Source: an optimization exercise on an open RTL-to-GDS flow (aim: small area and a short achievable clock period). Production flows keep margins and buffers that such runs may drop.
Function was not checked in any run shown here: the RTL went through the layout flow alone.
Power figures rest on the tool's default switching activity, not on a simulated workload.

==> flow/design.v, too long to show whole: its modules and the start of the top module <==
// module bitonic_comp: 18 lines
// module bitonic_top: 3658 lines
module bitonic_top #(parameter NUM_INPUT = 16, DATA_WIDTH = 8)
(clk, reset, data_in, valid, done, data_out);
  // ...
==> flow/run.sh <==
#!/bin/bash
# synth_recipe.tcl (not shown) runs the flow's synth.tcl, then flattens the netlist and writes it again
# the make line also repeats each setting of config.mk as NAME=value (left out here)
make -C /OpenROAD-flow-scripts/flow DESIGN_CONFIG=/design/flow/config.mk WORK_HOME=/design/flow/orfs CLKGATE_MAP_FILE= SYNTH_SCRIPT=/design/flow/synth_recipe.tcl finish
==> flow/config.mk <==
export PLATFORM = sky130hd
export DESIGN_NAME = bitonic_top
export DESIGN_NICKNAME = bitonic_top
export VERILOG_FILES = /design/flow/design.v
export SDC_FILE = /design/flow/constraint.sdc
export NUM_CORES = 4
export LEC_CHECK = 0
export CAP_MARGIN = 20
export CORE_MARGIN = 2
export CORE_UTILIZATION = 40
export SLEW_MARGIN = 20
==> flow/constraint.sdc <==
create_clock -name core_clock -period 3.0 [get_ports {clk}]
set_input_delay 0.6000 -clock core_clock [delete_from_list [all_inputs] [get_ports {clk}]]
set_output_delay 0.6000 -clock core_clock [all_outputs]
set_load 0.01 [all_outputs]
==> flow_metrics.env, run 1 <==
export IMPL_synth_enable_flop_cells=0
export IMPL_nonClockBufferCount=352
export IMPL_synthSimpleGateAreaFrac_pct=21.1
export IMPL_critical_path_top_delay_family="compound AO/OA/AOI/OAI gates"
export IMPL_die_y_um=331
export IMPL_slew_headroom_pct=32.5
export IMPL_drv_cap=0
export IMPL_largest_cell_class="multi-input combinational cells"
export IMPL_status="complete, no violations"
export IMPL_design_power_total_mw=54.5
export IMPL_drt_pre_antenna_iters=6
export IMPL_worst_path_max_delay_cell="sky130_fd_sc_hd__o22ai_1"
export IMPL_layout_cells_most_common_list="861 x sky130_fd_sc_hd__dfxtp_1, 492 x sky130_fd_sc_hd__nor2_1, 444 x sky130_fd_sc_hd__nand2_1, 375 x sky130_fd_sc_hd__a21oi_1, 315 x sky130_fd_sc_hd__inv_1"
export IMPL_dieArea_um2=110000
export IMPL_endpoint="l4_1_3_7_hi_p3"
export IMPL_floorplan_initialDensity_pct=40.2
export IMPL_worstReg2RegEnd="l4_1_3_7_hi_p3"
export IMPL_average_instance_area_after_synthesis_um2=8.14
export IMPL_switching_power_mw=21.8
export IMPL_synthDominantCellAreaShare_pct=40.2
export IMPL_timing_final_crit_share_pct=85.9
export IMPL_whs_endpoint="l4_13_15_0_hi_p3"
export IMPL_power_density_over_the_cells_nw_per_um2=1090
export IMPL_worstHoldStart="l4_13_15_0_hi_p2"
export IMPL_buffer_area_share_pct=6.59
export IMPL_critPathCaptureType="flop"
export IMPL_main_power_group="combinational logic"
export IMPL_timing_final_setup_violations=0
export IMPL_grt_busiest_layer="met2"
export IMPL_total_negative_setup_slack_ps=0
export IMPL_synth_seq_area_share_pct=40.2
export IMPL_met2_length_um=58800
export IMPL_rsz0062_at_grt="no"
export IMPL_leakage_nw=19.6
export IMPL_io_pin_count=260
export IMPL_stdcell_count=6940
export IMPL_avgRoutedWirePerCell_um=18.6
export IMPL_clkSlewWorstSetupHoldPaths_ps=70
export IMPL_finalWeightedCongestion=0.926
export IMPL_mappedNetlistArea_um2=42800
==> inputs of run 2 (changes only) <==
--- a/flow/config.mk
+++ b/flow/config.mk
@@ -9,3 +9,4 @@
 export CORE_MARGIN = 2
-export CORE_UTILIZATION = 40
+export CORE_UTILIZATION = 55
+export SETUP_SLACK_MARGIN = 1.0
 export SLEW_MARGIN = 20
==> flow_metrics.env, run 2 <==
export IMPL_min_delay_path_class="reg2reg"
export IMPL_drive_gt1_share_pct=27.3
export IMPL_timing_final_setup_violations=0
export IMPL_worstPathBufferInverterCount=0
export IMPL_initial_antenna_violation_count=5
export IMPL_dieArea_um2=80100
export IMPL_area_sequential_um2=17800
export IMPL_timing_final_crit_share_pct=72.4
export IMPL_synth_net_count=5393
export IMPL_drv_cap=0
export IMPL_antenna_violating_nets_post_route=0
export IMPL_power_share_switching_pct=41.7
export IMPL_vias=41925
export IMPL_coreArea_um2=77300
export IMPL_vias_per_cell=6.21
export IMPL_status="complete, no violations"
export IMPL_placement_rows=102
export IMPL_timing_final_hold_violations=0
export IMPL_endpoint="l3_7_9_4_y_p2"
export IMPL_number_of_flip_flops_and_latches_in_the_synthesized_netlist=861
export IMPL_crit_path_max_fanout=10
export IMPL_timing_fmax_ghz=0.460
export IMPL_worstPathArrival_ps=2750
export IMPL_mappedNetlistArea_um2=42800
export IMPL_crit_path_cell_trace="o22a_1, nor4_1, a22oi_1, nand2_1, nand2_1, maj3_1, o21bai_2"
export IMPL_post_place_ws_ps=48.8
export IMPL_average_instance_area_after_synthesis_um2=8.14
export IMPL_slew_headroom_pct=35.3
export IMPL_rrSetupSlack_ps=830
export IMPL_synth_yosys_warnings=1
export IMPL_worst_path_max_delay_cell="sky130_fd_sc_hd__nor4_1"
export IMPL_clock_tree_buffer_depth=3
export IMPL_grt_max_degree=23
export IMPL_synth_most_common_cell="sky130_fd_sc_hd__dfxtp_1"
export IMPL_critPathMaxStageDelay_ps=420
export IMPL_cts_root_buf="sky130_fd_sc_hd__clkbuf_16"
export IMPL_setup_ws_ps=828
export IMPL_worstReg2RegEnd="l3_7_9_4_y_p2"
export IMPL_finalWeightedCongestion=0.953
export IMPL_synthDominantCellAreaShare_pct=40.2
export IMPL_worst_slew_pin_transition_ps=970
export IMPL_clock_sinks=861
export IMPL_final_period_minus_worst_setup_slack_ps=2170
export IMPL_crit_reg2reg_launch="l1_9_10_2_x_p1"
export IMPL_cts_tree="done"
export IMPL_worst_setup_path_type="reg2reg"
export IMPL_switching_power_mw=24.5
export IMPL_critPathCaptureType="flop"
export IMPL_post_synth_num_cell_types=80
export IMPL_final_common_cell="sky130_fd_sc_hd__dfxtp_1"
export IMPL_multi_input_gate_area_in_the_final_layout_um2=28200
export IMPL_detailedRoute_firstIterationViolations=3506
export IMPL_io_pin_count=260
export IMPL_design_power_total_mw=58.9
export IMPL_grt_pass1_vias=36626
export IMPL_drt_pre_antenna_iters=6
export IMPL_critical_path_top_delay_family="compound AO/OA/AOI/OAI gates"
export IMPL_power_density_over_the_cells_nw_per_um2=1050
export IMPL_synthesis_instances=5262
export IMPL_ys_dominant_reg_cell="sky130_fd_sc_hd__dfxtp_1"
export IMPL_internal_power_mw=34.3
export IMPL_detailed_place_hpwl_um=99800
export IMPL_clkSlewWorstSetupHoldPaths_ps=70
export IMPL_nFillCells=5862
export IMPL_holdPathStages=0
export IMPL_flow_area_growth_from_synthesis_pct=31.4
export IMPL_floorplan_initialDensity_pct=55.4
export IMPL_largest_register="vpipe"
export IMPL_pwr_share_clk_pct=19.9
export IMPL_die_y_um=283
export IMPL_grt_remaining_overflow=0
export IMPL_first_pass_grt_wire_length_um=200000
export IMPL_rsz0062_at_grt="yes"
export IMPL_critical_path_startpoint="l1_9_10_2_x_p1"
export IMPL_power_frac_seq_pct=32.1
export IMPL_cts_htree_levels=3
export IMPL_drc=0
export IMPL_avgRoutedWirePerCell_um=20.3
export IMPL_clk_latency_ps=660
export IMPL_layout_cells_most_common_list="623 x sky130_fd_sc_hd__dfxtp_1, 443 x sky130_fd_sc_hd__nor2_1, 431 x sky130_fd_sc_hd__nand2_1, 307 x sky130_fd_sc_hd__inv_1, 286 x sky130_fd_sc_hd__a21oi_1"
export IMPL_fp_dieW_um=283
export IMPL_synth_enable_flop_cells=0
export IMPL_synth_top_cells_by_count="861 x sky130_fd_sc_hd__dfxtp_1, 492 x sky130_fd_sc_hd__nor2_1, 444 x sky130_fd_sc_hd__nand2_1"
export IMPL_sum_of_routed_wire_length_over_all_layers_um=137000
export IMPL_buffer_ports_inserted=259
export IMPL_timing_critical_path_from_type="flop"
export IMPL_share_comb_of_total_power_pct=48.0
export IMPL_synth_area_leader_cell="sky130_fd_sc_hd__dfxtp_1"
export IMPL_leakage_nw=22.2
export IMPL_critical_path_most_common_cell="sky130_fd_sc_hd__nand2_1"
export IMPL_critical_path_cell_count=7
export IMPL_postSynth_asyncResetShare_pct=0
export IMPL_ir_worst_vdd_mv=0.574
export IMPL_clock_skew_final_ps=29.0
export IMPL_worst_r2r_path_depth=7
export IMPL_clock_buffer_count_from_cts=88
export IMPL_largest_reg_flops=5
export IMPL_slew_viol_final=0
export IMPL_final_layout_net_count=5764
export IMPL_synth_top_cells_by_area="sky130_fd_sc_hd__dfxtp_1 40%, sky130_fd_sc_hd__a21oi_1 4.4%, sky130_fd_sc_hd__nor2_1 4.3%, sky130_fd_sc_hd__nand2_1 3.9%, sky130_fd_sc_hd__o22ai_1 3.8%"
export IMPL_data_required_time_at_the_worst_endpoint_ps=3580
export IMPL_gr_usage_all_layers_pct=31.0
export IMPL_synth_seq_area_share_pct=40.2
[run 2: cell type report]
cell class,count,area share [%]
clock buffers,110,4.33
flip-flops and latches,861,31.6
clock inverters,52,1.27
diodes,4,0.0178
multi-input cells,3831,50.2
inverters,315,2.10
repair buffers,536,8.24
well taps,1040,2.31
[run 2: kinds of logic after synthesis]
logic type / count (synthesis) / share of synthesized area, %
and+or+nand+nor: 1825 / 21.1
AOI/OAI and AO/OA: 1919 / 30.5
buffers and inverters: 570 / 6.13
muxes: 2 / 0.0497
adders and majority gates: 85 / 1.99
DFF: 861 / 40.2
[run 2: per-stage QoR]
stage | instance area (um^2) | hold WS [ps] | setup TNS (ps) | cells | utilization, %
3_5_place_dp | 46100 | 312 | 0 | 6397 | 59.6
4_1_cts | 52200 | 314 | 0 | 6634 | 67.4
2_1_floorplan | 42900 | 310 | 0 | 5262 | -
5_1_grt | 56300 | 326 | 0 | 6746 | 72.8
6_report | 56300 | 318 | 0 | 6749 | 72.8
3_3_place_gp | 46100 | 310 | -17.5 | 6397 | 59.6
[run 2: metal layers]
| layer | track usage, % | wire length (um) | vias to the layer above |
|---|---|---|---|
| met2 | 52.3 | 64900 | 1649 |
| met3 | 4.01 | 8690 | 397 |
| met1 | 39.0 | 55400 | 19849 |
| met4 | 15.1 | 8150 | 2 |
| li1 | - | - | 20028 |
| met5 | 0 | 13 | - |
[run 2: power by group through the flow]
stage               registers [mW]  clock network [mW]  logic, mW
floorplan                     17.1                   0       17.3
global placement              18.3                   0       22.9
detailed placement            18.4                   0       23.2
CTS                           18.4                11.9       24.6
global route                  19.3                12.4       30.4
finish                        18.9                11.7       28.2
[run 2: repair_timing]
action                     4_1_cts  5_1_grt
pin swaps                       92      187
gates cloned                     0        1
setup endpoints to repair      416      303
setup buffers                   75      110
hold buffers                     0        0
gates resized for setup        786      779
[run 2: worst reg2reg max path, stage by stage (launching register included)]
cell and delay, ps:
sky130_fd_sc_hd__dfxtp_4 400, sky130_fd_sc_hd__o22a_1 320, sky130_fd_sc_hd__nor4_1 420, sky130_fd_sc_hd__a22oi_1 180, sky130_fd_sc_hd__nand2_1 160, sky130_fd_sc_hd__nand2_1 70, sky130_fd_sc_hd__maj3_1 380, sky130_fd_sc_hd__o21bai_2 170
[run 2: how the worst min path moves through the flow]
stage,end,slack [ps],start
6_report,l6_11_14_6_hi_p5,320,l6_11_14_6_hi_p4
2_1_floorplan,in0_7_p2,310,in0_7_p1
3_3_place_gp,l9_3_4_1_lo_p4,310,l9_3_4_1_lo_p3
4_1_cts,l6_11_14_6_hi_p5,310,l6_11_14_6_hi_p4
3_5_place_dp,in10_7_p2,310,in10_7_p1
5_1_grt,l10_6_7_0_lo_p4,330,l10_6_7_0_lo_p3
==> inputs of run 3 (changes only) <==
==> flow/flow/run.sh (new file) <==
#!/bin/bash
# Own layout flow: the standard layout, except that the synthesis maps the
# combinational logic with flow/abc.script (an area-recovering ABC script) in place of
# ORFS's speed script. Registers, their names and everything after synthesis are as in
# the standard flow. Ports are buffered with buf_2 cells.
set -euo pipefail
W=$(pwd)
{
  head -n 1 synth_recipe.tcl
  cat <<EOF
proc abc {args} {
  set i [lsearch -exact \$args -script]
  if { \$i >= 0 } { set args [lreplace \$args [expr {\$i+1}] [expr {\$i+1}] $W/flow/abc.script] }
  yosys abc {*}\$args
}
EOF
  tail -n +2 synth_recipe.tcl
} > my_synth.tcl
sed "s#SYNTH_SCRIPT=[^ ]*#SYNTH_SCRIPT=$W/my_synth.tcl#" standard.sh > my_standard.sh
grep -q "SYNTH_SCRIPT=$W/my_synth.tcl" my_standard.sh
bash my_standard.sh "BUFFER_PORTS_ARGS=-buffer_cell sky130_fd_sc_hd__buf_2" finish > flow.log 2>&1
==> flow/flow/abc.script (new file) <==
strash
dc2
strash
&get -n
&dch -f
&nf -R 100 -p
&put
==> flow/standard.sh (new file) <==
#!/bin/bash
# synth_recipe.tcl (not shown) runs the flow's synth.tcl, then flattens the netlist and writes it again
# the make line also repeats each setting of config.mk as NAME=value (left out here)
make -C /OpenROAD-flow-scripts/flow DESIGN_CONFIG=/design/flow/config.mk WORK_HOME=/design/flow/orfs CLKGATE_MAP_FILE= SYNTH_SCRIPT=/design/flow/synth_recipe.tcl "${@:-finish}"
--- a/flow/config.mk
+++ b/flow/config.mk
@@ -9,4 +9,6 @@
 export CORE_MARGIN = 2
-export CORE_UTILIZATION = 55
-export SETUP_SLACK_MARGIN = 1.0
+export CORE_UTILIZATION = 65
+export CTS_CLUSTER_DIAMETER = 60
+export CTS_CLUSTER_SIZE = 30
+export SETUP_SLACK_MARGIN = 1.4
 export SLEW_MARGIN = 20
removed: flow/run.sh
==> flow_metrics.env, run 3 <==
export IMPL_finalWeightedCongestion=0.924
export IMPL_synthXorXnorAreaFrac_pct=0
export IMPL_fp_dieW_um=234
export IMPL_detailed_place_hpwl_um=67600
export IMPL_synth_yosys_warnings=1
export IMPL_cts_hold_fix_buffers=0
export IMPL_post_synth_num_cell_types=41
export IMPL_repair_timing_grt_worst_ep="l9_9_10_6_y_p4$_DFF_P_/D"
export IMPL_synthSimpleGateAreaFrac_pct=22.2
export IMPL_floorplan_initialDensity_pct=65.5
export IMPL_worst_endpoint_kind="register data pin"
export IMPL_clock_buffer_count_from_cts=45
export IMPL_placement_rows=84
export IMPL_synth_top_cells_by_count="861 x sky130_fd_sc_hd__dfxtp_1, 653 x sky130_fd_sc_hd__nand2_1, 591 x sky130_fd_sc_hd__nor2_1"
export IMPL_clock_tree_buffer_depth=3
export IMPL_yosys_mux_area_fraction_pct=0
export IMPL_cts_htree_levels=2
export IMPL_grt_max_degree=31
export IMPL_buffer_ports_inserted=259
export IMPL_synthDominantCellAreaShare_pct=50.3
export IMPL_io_pin_count=260
export IMPL_number_of_flip_flops_and_latches_in_the_synthesized_netlist=861
export IMPL_stage_at_which_the_flow_ended="global routing (5_1_grt)"
export IMPL_synth_most_common_cell="sky130_fd_sc_hd__dfxtp_1"
export IMPL_clock_sinks=861
export IMPL_synth_enable_flop_cells=0
export IMPL_synth_compound_gate_area_share_pct=21.1
export IMPL_synth_area_leader_cell="sky130_fd_sc_hd__dfxtp_1"
export IMPL_postSynth_asyncResetShare_pct=0
export IMPL_ys_dominant_reg_cell="sky130_fd_sc_hd__dfxtp_1"
export IMPL_cts_root_buf="sky130_fd_sc_hd__clkbuf_16"
export IMPL_average_instance_area_after_synthesis_um2=8.04
export IMPL_synthesis_instances=4262
export IMPL_synth_net_count=4393
export IMPL_status="aborted with a tool error"
export IMPL_synth_adder_area_share_pct=0
export IMPL_synth_top_family_by_area="simple AND/OR/NAND/NOR gates"
export IMPL_first_error="[ERROR DPL-0038] Utilization greater than 100%, impossible to legalize"
export IMPL_mappedNetlistArea_um2=34300
export IMPL_synth_top_cells_by_area="sky130_fd_sc_hd__dfxtp_1 50%, sky130_fd_sc_hd__nand2_1 7.2%, sky130_fd_sc_hd__nor2_1 6.5%, sky130_fd_sc_hd__a21oi_1 6.0%, sky130_fd_sc_hd__o21ai_0 4.4%"
export IMPL_synth_seq_area_share_pct=50.3
export IMPL_die_y_um=234
export IMPL_placed_area_um2=35600
==> run 3: cell count changes after synthesis, moves of 59 or more <==
cell / before / now
sky130_fd_sc_hd__clkinv_1: 0 / 321
sky130_fd_sc_hd__o221ai_1: 59 / 0
sky130_fd_sc_hd__maj3_1: 85 / 0
sky130_fd_sc_hd__clkbuf_1: 124 / 0
sky130_fd_sc_hd__inv_1: 315 / 0
sky130_fd_sc_hd__nor2_1: 492 / 591
sky130_fd_sc_hd__nand2b_1: 232 / 134
sky130_fd_sc_hd__nand2_1: 444 / 653
sky130_fd_sc_hd__o22ai_1: 263 / 200
sky130_fd_sc_hd__nand3_1: 93 / 20
==> run 3: how the worst max path moves through the flow <==
stage | endpoint | slack, ps | cells after the start | start
after CTS | l5_8_10_6_lo_p3 | 1190 | 7 | l3_4_5_4_x_p2
after detailed placement | l2_2_9_5_x_p2 | 870 | 9 | l2_2_9_1_x_p1
after global placement | l2_2_9_5_x_p2 | 910 | 9 | l1_9_10_2_lo_p1
after floorplan | l9_5_6_6_x_p4 | 1260 | 8 | l8_3_5_3_y_p3
==> run 3: kinds of logic after synthesis <==
group	after synthesis
AND/OR/NAND/NOR	1728
buffers and inverters	449
flip-flops	861
AO/OA/AOI/OAI	1224
==> run 3: power groups by stage <==
| stage | registers [mW] | logic [mW] | clock network (mW) |
|---|---|---|---|
| after CTS | 18.0 | 22.9 | 7.83 |
| after detailed placement | 17.6 | 17.2 | 0 |
| after global placement | 17.5 | 16.9 | 0 |
| after floorplan | 17.0 | 13.2 | 0 |
==> run 3: per-stage QoR <==
stage	hold WS (ps)	worst slack, ps	power, mW	cells
2_1_floorplan	310	1260	30.2	4262
3_3_place_gp	310	907	34.4	5082
3_5_place_dp	312	869	34.8	5082
4_1_cts	40.8	1190	48.7	5371
==> run 3: timing repair <==
action	in CTS
setup buffers	210
gates resized for setup	1444
cloned	0
setup endpoints to repair	471
pin swaps	303

## re-timing with driven ports
The flow's constraints put no driver on any port. The routed layouts listed below were extracted and timed again, unchanged, in two steps. Step 1 assumes that a clkbuf_16 drives the clock port and a buf_2 every other input. Step 2 also shifts input and output timing later by t, the mid clock arrival at the registers, as if the neighbouring blocks saw the same clock. a / b / c = ideal ports / drivers / drivers and shift; a / b = the first two.
run	shift t [ns]	setup WS [ns]	hold WS [ns]	latest minus earliest clock arrival (ns)	pins driven straight from the clock port
run 1	0.752	0.423 / 0.423 / 0.298	0.323 / 0.304 / 0.323	0.029 / 0.030	1
run 2	0.720	0.828 / 0.828 / 0.467	0.318 / 0.318 / 0.318	0.030 / 0.029	1
After both steps every run listed still meets setup and hold. For run 2, which loses most, drivers alone change the setup slack by 0.000 ns; drivers and shift together by -0.361 ns.
